From an optimization exercise on the open Yosys and OpenROAD flow, aimed at small area; shortcuts taken in it are not production practice. Only simulation tests tie the RTL to the original design; equivalence was not proved. No activity file was given, so power comes from the tool's default toggle rates.

cedar:
## top
module top (input wire clk,
            input wire rst,
            input wire mic_data_1,
            input wire mic_data_2,
            output wire serial_tx,
            output wire mic_clk_1,
            output wire mic_clk_2,
            output wire sel_2,
            output wire serial_split);
assign sel_2 = 1'b1;
reg [18:0] tc;
always @(posedge clk)
  if (rst) tc <= 19'd7;
  else     tc <= tc + 19'd1;
wire [1:0] j  = tc[1:0];
wire       j0 = (j == 2'd0);
wire       p0 = (tc[9:2] == 8'd1);
wire       p255 = (tc[9:2] == 8'd0);
wire pdm_clk = tc[1] ^ tc[0];
assign mic_clk_1 = pdm_clk;
assign mic_clk_2 = pdm_clk;
assign serial_split = pdm_clk;
reg fresh;
always @(posedge clk)
  if (rst) fresh <= 1'b1;
  else if (tc[2:0] == 3'd3) fresh <= 1'b0;
reg init;
always @(posedge clk)
  if (rst) init <= 1'b1;
  else if (tc[12]) init <= 1'b0;
reg u1h, u2h;
always @(posedge clk)
  if (j0) begin
    u1h <= mic_data_1;
    u2h <= mic_data_2;
  end
wire u1 = j0 ? mic_data_1 : u1h;
wire u2 = j0 ? mic_data_2 : u2h;
wire [8:0] q = {~tc[9] & (tc[8:2] != 7'd0), ~tc[9], tc[8:2]};
reg  [3:0] dH_d, E_d, Hc_d;
always @* begin
  case (j)
    2'd0: begin dH_d = q[3:0];    E_d = 4'h0;             Hc_d = fresh ? 4'h1 : 4'h0; end
    2'd1: begin dH_d = q[7:4];    E_d = {q[0], 3'b100};   Hc_d = fresh ? 4'h4 : 4'hc; end
  ...
Size in the first run: ~830 cells after synthesis, ~340 flip-flops, roughly 9 I/O pins.
Settings: LEC_CHECK=0, CAP_MARGIN=20, CORE_MARGIN=2, CORE_UTILIZATION=40, CTS_BUF_LIST=sky130_fd_sc_hd__clkbuf_8, CTS_CLUSTER_DIAMETER=50, CTS_CLUSTER_SIZE=16, SLEW_MARGIN=20; clock period 10.0 ns.
standard.sh (not shown) runs the stock make flow with config.mk's settings and CLKGATE_MAP_FILE= SYNTH_SCRIPT=/design/flow/synth_recipe.tcl, a recipe that flattens the netlist after the stock synthesis.
==> flow/flow/run.sh <==
#!/bin/bash
# Layout flow: the standard layout, except that
#  - synthesis maps the logic with an area-oriented ABC script (no buffering
#    or upsizing in ABC); it is otherwise ORFS's synthesis with the standard flow's
#    synthesis script, so the registers are the standard synthesis's;
#  - clock tree synthesis inserts no dummy loads.
set -euo pipefail
W=$PWD
rm -rf "$W/scripts_area"
cp -r "$FLOW_HOME/scripts" "$W/scripts_area"
printf 'strash\ndc2\ndch -f\namap\n' > "$W/scripts_area/abc_area.script"
make -C "$FLOW_HOME" DESIGN_CONFIG="$W/config.mk" WORK_HOME="$W/orfs" CLKGATE_MAP_FILE= \
  SYNTH_SCRIPT="$W/synth_recipe.tcl" SCRIPTS_DIR="$W/scripts_area" ABC_AREA=1 synth \
  > "$W/synth_area.log" 2>&1
export CTS_ARGS="-sink_clustering_enable -repair_clock_nets -sink_clustering_size 20 -sink_clustering_max_diameter 45 -buf_list sky130_fd_sc_hd__clkbuf_8 -dont_use_dummy_load"
bash standard.sh > "$W/layout.log" 2>&1
cedar closes out successfully: all stages finished, all timing, DRC and antenna checks passed.
--- input diff cedar..amber ---
# cedar
export LEC_CHECK = 0
export CAP_MARGIN = 20
export CORE_MARGIN = 2
export CORE_UTILIZATION = 40
export CTS_BUF_LIST = sky130_fd_sc_hd__clkbuf_8
export CTS_CLUSTER_DIAMETER = 50
export CTS_CLUSTER_SIZE = 16
export SLEW_MARGIN = 20
create_clock -name core_clock -period 10.0 [get_ports {clk}]
# amber
export LEC_CHECK = 0
export CAP_MARGIN = 20
export CORE_MARGIN = 2
export CORE_UTILIZATION = 60
export PLACE_DENSITY = 0.75
export SLEW_MARGIN = 20
create_clock -name core_clock -period 10.0 [get_ports {clk}]
-- flow/flow/run.sh --
<<< cedar, line 15
export CTS_ARGS="-sink_clustering_enable -repair_clock_nets -sink_clustering_size 20 -sink_clustering_max_diameter 45 -buf_list sky130_fd_sc_hd__clkbuf_8 -dont_use_dummy_load"
>>> amber, line 15
export CTS_ARGS="-sink_clustering_enable -repair_clock_nets -sink_clustering_size 20 -sink_clustering_max_diameter 60 -buf_list sky130_fd_sc_hd__clkbuf_8 -dont_use_dummy_load"
### Flow results
Having completed the whole flow, amber delivered a layout that passed the timing, DRC and antenna checks. Comparing amber and cedar, the lower finished layout cell area is on amber. Compared to cedar, amber shows a narrower setup margin. amber ends up with a share of layout cells above drive strength 1 that is 0.91 points lower than in cedar. Re maximum ir drop on the vdd rail: cedar was lower than amber. On non-clock buffer total of the final layout: amber sits below cedar. Count of clock buffers in the final design ended up 6 lower on amber than on cedar. Transition time of the tightest slew-check pin: amber vs cedar down 0.029 ns.
#### Input delta (onyx over amber)
# amber
export LEC_CHECK = 0
export CAP_MARGIN = 20
export CORE_MARGIN = 2
export CORE_UTILIZATION = 60
export PLACE_DENSITY = 0.75
export SLEW_MARGIN = 20
create_clock -name core_clock -period 10.0 [get_ports {clk}]
# onyx
export LEC_CHECK = 0
export CAP_MARGIN = 20
export CORE_MARGIN = 2
export CORE_UTILIZATION = 40
export CTS_BUF_LIST = sky130_fd_sc_hd__clkbuf_8
export CTS_CLUSTER_DIAMETER = 50
export CTS_CLUSTER_SIZE = 16
export SLEW_MARGIN = 20
create_clock -name core_clock -period 10.0 [get_ports {clk}]
==> comparison <==
Per the final summary, onyx finished and its layout is clean on timing, DRC and antenna.
[onyx] non-clock buffer count rose 2 relative to amber
Diff amber -> onyx: global-route track usage on met1 decreased 7.9 points, die outline area increased about 50%.

* * *

## run A
top, a different RTL version from the one above (not shown whole).
Size: ~790 cells after synthesis, about 9 I/O pins, roughly 9800 sq um of cells after synthesis.
export LEC_CHECK = 0
export CAP_MARGIN = 20
export CORE_MARGIN = 2
export CORE_UTILIZATION = 60
export PLACE_DENSITY = 0.75
export SLEW_MARGIN = 20
create_clock -name core_clock -period 10.0 [get_ports {clk}]
==> flow/flow/run.sh <==
#!/bin/bash
# Layout flow: the standard layout, except that
#  - synthesis maps the logic with an area-oriented ABC script (no buffering
#    or upsizing in ABC); it is otherwise ORFS's synthesis with the standard flow's
#    synthesis script, so the registers are the standard synthesis's;
#  - clock tree synthesis inserts no dummy loads;
#  - every input and output port is buffered with the smallest buffer.
set -euo pipefail
W=$PWD
rm -rf "$W/scripts_area"
cp -r "$FLOW_HOME/scripts" "$W/scripts_area"
printf 'strash\ndc2\ndch -f\namap\n' > "$W/scripts_area/abc_area.script"
make -C "$FLOW_HOME" DESIGN_CONFIG="$W/config.mk" WORK_HOME="$W/orfs" CLKGATE_MAP_FILE= \
  SYNTH_SCRIPT="$W/synth_recipe.tcl" SCRIPTS_DIR="$W/scripts_area" ABC_AREA=1 synth \
  > "$W/synth_area.log" 2>&1
export CTS_ARGS="-sink_clustering_enable -repair_clock_nets -sink_clustering_size 21 -sink_clustering_max_diameter 55 -buf_list sky130_fd_sc_hd__clkbuf_8 -dont_use_dummy_load"
export BUFFER_PORTS_ARGS="-buffer_cell sky130_fd_sc_hd__buf_1"
bash standard.sh > "$W/layout.log" 2>&1
Run A did not stop at any stage, and its layout met the timing, DRC and antenna checks.
--- input diff run A..run B ---
--- a/flow/flow/run.sh
+++ b/flow/flow/run.sh
@@ -16 +16 @@
-export CTS_ARGS="-sink_clustering_enable -repair_clock_nets -sink_clustering_size 21 -sink_clustering_max_diameter 55 -buf_list sky130_fd_sc_hd__clkbuf_8 -dont_use_dummy_load"
+export CTS_ARGS="-sink_clustering_enable -sink_clustering_size 20 -sink_clustering_max_diameter 60 -buf_list sky130_fd_sc_hd__clkbuf_8 -dont_use_dummy_load"
## What came out
- Comparing run A with run B, the power density of the placed cells came out essentially unchanged.
- On via count, run A and run B are neck and neck.
- The core utilization of the finished layout on run B is in line with that on run A.
- Higher worst setup slack among run A and run B: run B
- Maximum clock skew at final layout is higher on run B
- The total wire length after detailed routing was comparable across run A and run B.
- ~same share of the final layout cell area in sequential cells in run A and run B
- Worst hold slack: run B > run A
- Compared with run A, run B is the less power-hungry design.
- Diff run A -> run B: part of the power in combinational logic essentially unchanged; clock transition at the register clock pins on the worst setup and hold paths after CTS essentially unchanged.
What run C does differently from run B at the input level:
--- a/flow/flow/run.sh
+++ b/flow/flow/run.sh
@@ -16 +16 @@
-export CTS_ARGS="-sink_clustering_enable -sink_clustering_size 20 -sink_clustering_max_diameter 60 -buf_list sky130_fd_sc_hd__clkbuf_8 -dont_use_dummy_load"
+export CTS_ARGS="-sink_clustering_enable -repair_clock_nets -sink_clustering_size 18 -sink_clustering_max_diameter 50 -buf_list sky130_fd_sc_hd__clkbuf_8 -dont_use_dummy_load"
==> comparison <==
Run C ended up with a lower required time at the endpoint of the critical path than run B did.
On total vias in the final route, run C does worse than run B.
Looking at area growth from synthesis to final layout, run C sits above run B.
Clock buffer count in the final layout was lower in the run labelled run B.
What run D does differently from run C at the input level:
--- a/flow/flow/run.sh
+++ b/flow/flow/run.sh
@@ -16 +16 @@
-export CTS_ARGS="-sink_clustering_enable -repair_clock_nets -sink_clustering_size 18 -sink_clustering_max_diameter 50 -buf_list sky130_fd_sc_hd__clkbuf_8 -dont_use_dummy_load"
+export CTS_ARGS="-sink_clustering_enable -repair_clock_nets -sink_clustering_size 20 -sink_clustering_max_diameter 60 -buf_list sky130_fd_sc_hd__clkbuf_8 -dont_use_dummy_load"
### Flow results
Global-route wire length before repair ended up 210 um higher on run D than on run C. Lower core utilization goes to run D over run C. Diff run C and run D: power higher in run C. Combinational power share for run D is higher than for run C.

* * *

RTL: one of the versions met above, not the one the previous note started from.
Size in the first run: roughly 830 cells after synthesis, roughly 340 flip-flops, roughly 9 I/O pins, ~9900 sq um of cells after synthesis.
Settings: LEC_CHECK=0, CAP_MARGIN=20, CORE_MARGIN=2, CORE_UTILIZATION=40, CTS_BUF_LIST=sky130_fd_sc_hd__clkbuf_8, CTS_CLUSTER_DIAMETER=50, CTS_CLUSTER_SIZE=16, SLEW_MARGIN=20; clock period 10.0 ns.
==> flow/flow/run.sh <==
#!/bin/bash
# Layout flow: the standard layout, except that
#  - synthesis maps the logic with an area-oriented ABC script (no buffering
#    or upsizing in ABC); it is otherwise ORFS's synthesis with the standard flow's
#    synthesis script, so the registers are the standard synthesis's;
#  - clock tree synthesis inserts no dummy loads.
set -euo pipefail
W=$PWD
rm -rf "$W/scripts_area"
cp -r "$FLOW_HOME/scripts" "$W/scripts_area"
printf 'strash\ndc2\ndch -f\namap\n' > "$W/scripts_area/abc_area.script"
make -C "$FLOW_HOME" DESIGN_CONFIG="$W/config.mk" WORK_HOME="$W/orfs" CLKGATE_MAP_FILE= \
  SYNTH_SCRIPT="$W/synth_recipe.tcl" SCRIPTS_DIR="$W/scripts_area" ABC_AREA=1 synth \
  > "$W/synth_area.log" 2>&1
export CTS_ARGS="-sink_clustering_enable -repair_clock_nets -sink_clustering_size 16 -sink_clustering_max_diameter 50 -buf_list sky130_fd_sc_hd__clkbuf_8 -dont_use_dummy_load"
bash standard.sh > "$W/layout.log" 2>&1
Then changed:
==> flow/run.sh (new file) <==
#!/bin/bash
# synth_recipe.tcl (not shown) runs the flow's synth.tcl, then flattens the netlist and writes it again
# the make line also repeats each setting of config.mk as NAME=value (left out here)
make -C /OpenROAD-flow-scripts/flow DESIGN_CONFIG=/design/flow/config.mk WORK_HOME=/design/flow/orfs CLKGATE_MAP_FILE= SYNTH_SCRIPT=/design/flow/synth_recipe.tcl finish
removed: flow/flow/run.sh
removed: flow/standard.sh
=>
- power rose by 3.3%
- die area rose by 5.3%
- core utilization fell by 0.43 points
- cell area rose by 5.5%
- non-clock buffer count does not change
- clock power rose by about 20%
- synthesized area rose by 5.5%
- sequential cell count does not change
- clock skew fell by 20 ps
- via count rose by 0.31%
- fmax rose by 7.7%
Then changed:
==> flow/flow/run.sh (new file) <==
#!/bin/bash
# Layout flow: the standard layout, except that synthesis maps the logic
# with an area-oriented ABC script (no buffering or upsizing in ABC).  The
# synthesis is otherwise ORFS's own with the standard flow's synthesis script, so the
# registers are the standard synthesis's.
set -euo pipefail
W=$PWD
rm -rf "$W/scripts_area"
cp -r "$FLOW_HOME/scripts" "$W/scripts_area"
printf 'strash\ndc2\ndch -f\namap\n' > "$W/scripts_area/abc_area.script"
make -C "$FLOW_HOME" DESIGN_CONFIG="$W/config.mk" WORK_HOME="$W/orfs" CLKGATE_MAP_FILE= \
  SYNTH_SCRIPT="$W/synth_recipe.tcl" SCRIPTS_DIR="$W/scripts_area" ABC_AREA=1 synth \
  > "$W/synth_area.log" 2>&1
bash standard.sh > "$W/layout.log" 2>&1
==> flow/standard.sh (new file) <==
#!/bin/bash
# synth_recipe.tcl (not shown) runs the flow's synth.tcl, then flattens the netlist and writes it again
# the make line also repeats each setting of config.mk as NAME=value (left out here)
make -C /OpenROAD-flow-scripts/flow DESIGN_CONFIG=/design/flow/config.mk WORK_HOME=/design/flow/orfs CLKGATE_MAP_FILE= SYNTH_SCRIPT=/design/flow/synth_recipe.tcl "${@:-finish}"
removed: flow/run.sh
What happened: Die area shrinks by a few percent; cell area went down by a few percent; synthesized cell count stays flat; clock power falls by a few percent; wire length went down by a few percent; worst hold slack gets worse by 17 ps.
Then changed:
==> flow/flow/run.sh (replaced) <==
#!/bin/bash
# Layout flow: the standard layout, except that
#  - synthesis maps the logic with an area-oriented ABC script (no buffering
#    or upsizing in ABC); it is otherwise ORFS's synthesis with the standard flow's
#    synthesis script, so the registers are the standard synthesis's;
#  - clock tree synthesis inserts no dummy loads.
set -euo pipefail
W=$PWD
rm -rf "$W/scripts_area"
cp -r "$FLOW_HOME/scripts" "$W/scripts_area"
printf 'strash\ndc2\ndch -f\namap\n' > "$W/scripts_area/abc_area.script"
make -C "$FLOW_HOME" DESIGN_CONFIG="$W/config.mk" WORK_HOME="$W/orfs" CLKGATE_MAP_FILE= \
  SYNTH_SCRIPT="$W/synth_recipe.tcl" SCRIPTS_DIR="$W/scripts_area" ABC_AREA=1 synth \
  > "$W/synth_area.log" 2>&1
export CTS_ARGS="-sink_clustering_enable -repair_clock_nets -sink_clustering_size 20 -sink_clustering_max_diameter 60 -buf_list sky130_fd_sc_hd__clkbuf_8 -dont_use_dummy_load"
bash standard.sh > "$W/layout.log" 2>&1
--- a/flow/config.mk
+++ b/flow/config.mk
@@ -10,5 +10,3 @@
 export CORE_UTILIZATION = 40
-export CTS_BUF_LIST = sky130_fd_sc_hd__clkbuf_8
-export CTS_CLUSTER_DIAMETER = 50
-export CTS_CLUSTER_SIZE = 16
+export PLACE_DENSITY = 0.8
 export SLEW_MARGIN = 20
=> Total power went down by a few percent; setup slack is worse by 82 ps; sequential share of layout area climbs by 1.5 points; utilization decreases by 1.0 points; clock power fell by a quarter to a third; register-to-register slack degrades by 80 ps; hold slack gains 11 ps.

static timing again, ports no longer ideal:
The results above use ideal ports. As a check the final layouts listed here were re-extracted and re-timed, cells and wires unchanged.
Step 1 assumes that a clkbuf_16 drives the clock port and a buf_2 every other input.
Step 2 times the ports against the registers' clock, not the clock port: input delays grow and output delays shrink by t, the midpoint of the rising clock arrivals with the driver on.
a / b / c = ideal ports / drivers / drivers and shift; a / b = the first two.
run | t (ns) | setup slack, ns | worst hold slack (ns)
cedar | 0.583 | 3.992 / 3.992 / 3.992 | 0.294 / 0.294 / 0.294
amber | 0.561 | 3.901 / 3.901 / 3.901 | 0.313 / 0.313 / 0.313
onyx | 0.570 | 3.987 / 3.987 / 3.987 | 0.300 / 0.300 / 0.300
run A | 0.572 | 3.794 / 3.794 / 3.794 | 0.298 / 0.298 / 0.298
run B | 0.571 | 3.948 / 3.948 / 3.948 | 0.312 / 0.312 / 0.312
run C | 0.566 | 3.885 / 3.885 / 3.885 | 0.276 / 0.276 / 0.276
run D | 0.571 | 3.948 / 3.948 / 3.948 | 0.312 / 0.312 / 0.312
the first run of note 3 | 0.591 | 3.941 / 3.941 / 3.941 | 0.301 / 0.301 / 0.301
the second run of note 3 | 0.600 | 4.377 / 4.377 / 4.377 | 0.321 / 0.321 / 0.321
the third run of note 3 | 0.603 | 3.996 / 3.996 / 3.996 | 0.304 / 0.304 / 0.304
the fourth run of note 3 | 0.560 | 3.913 / 3.913 / 3.913 | 0.315 / 0.315 / 0.315
After both steps every run listed still meets setup and hold.
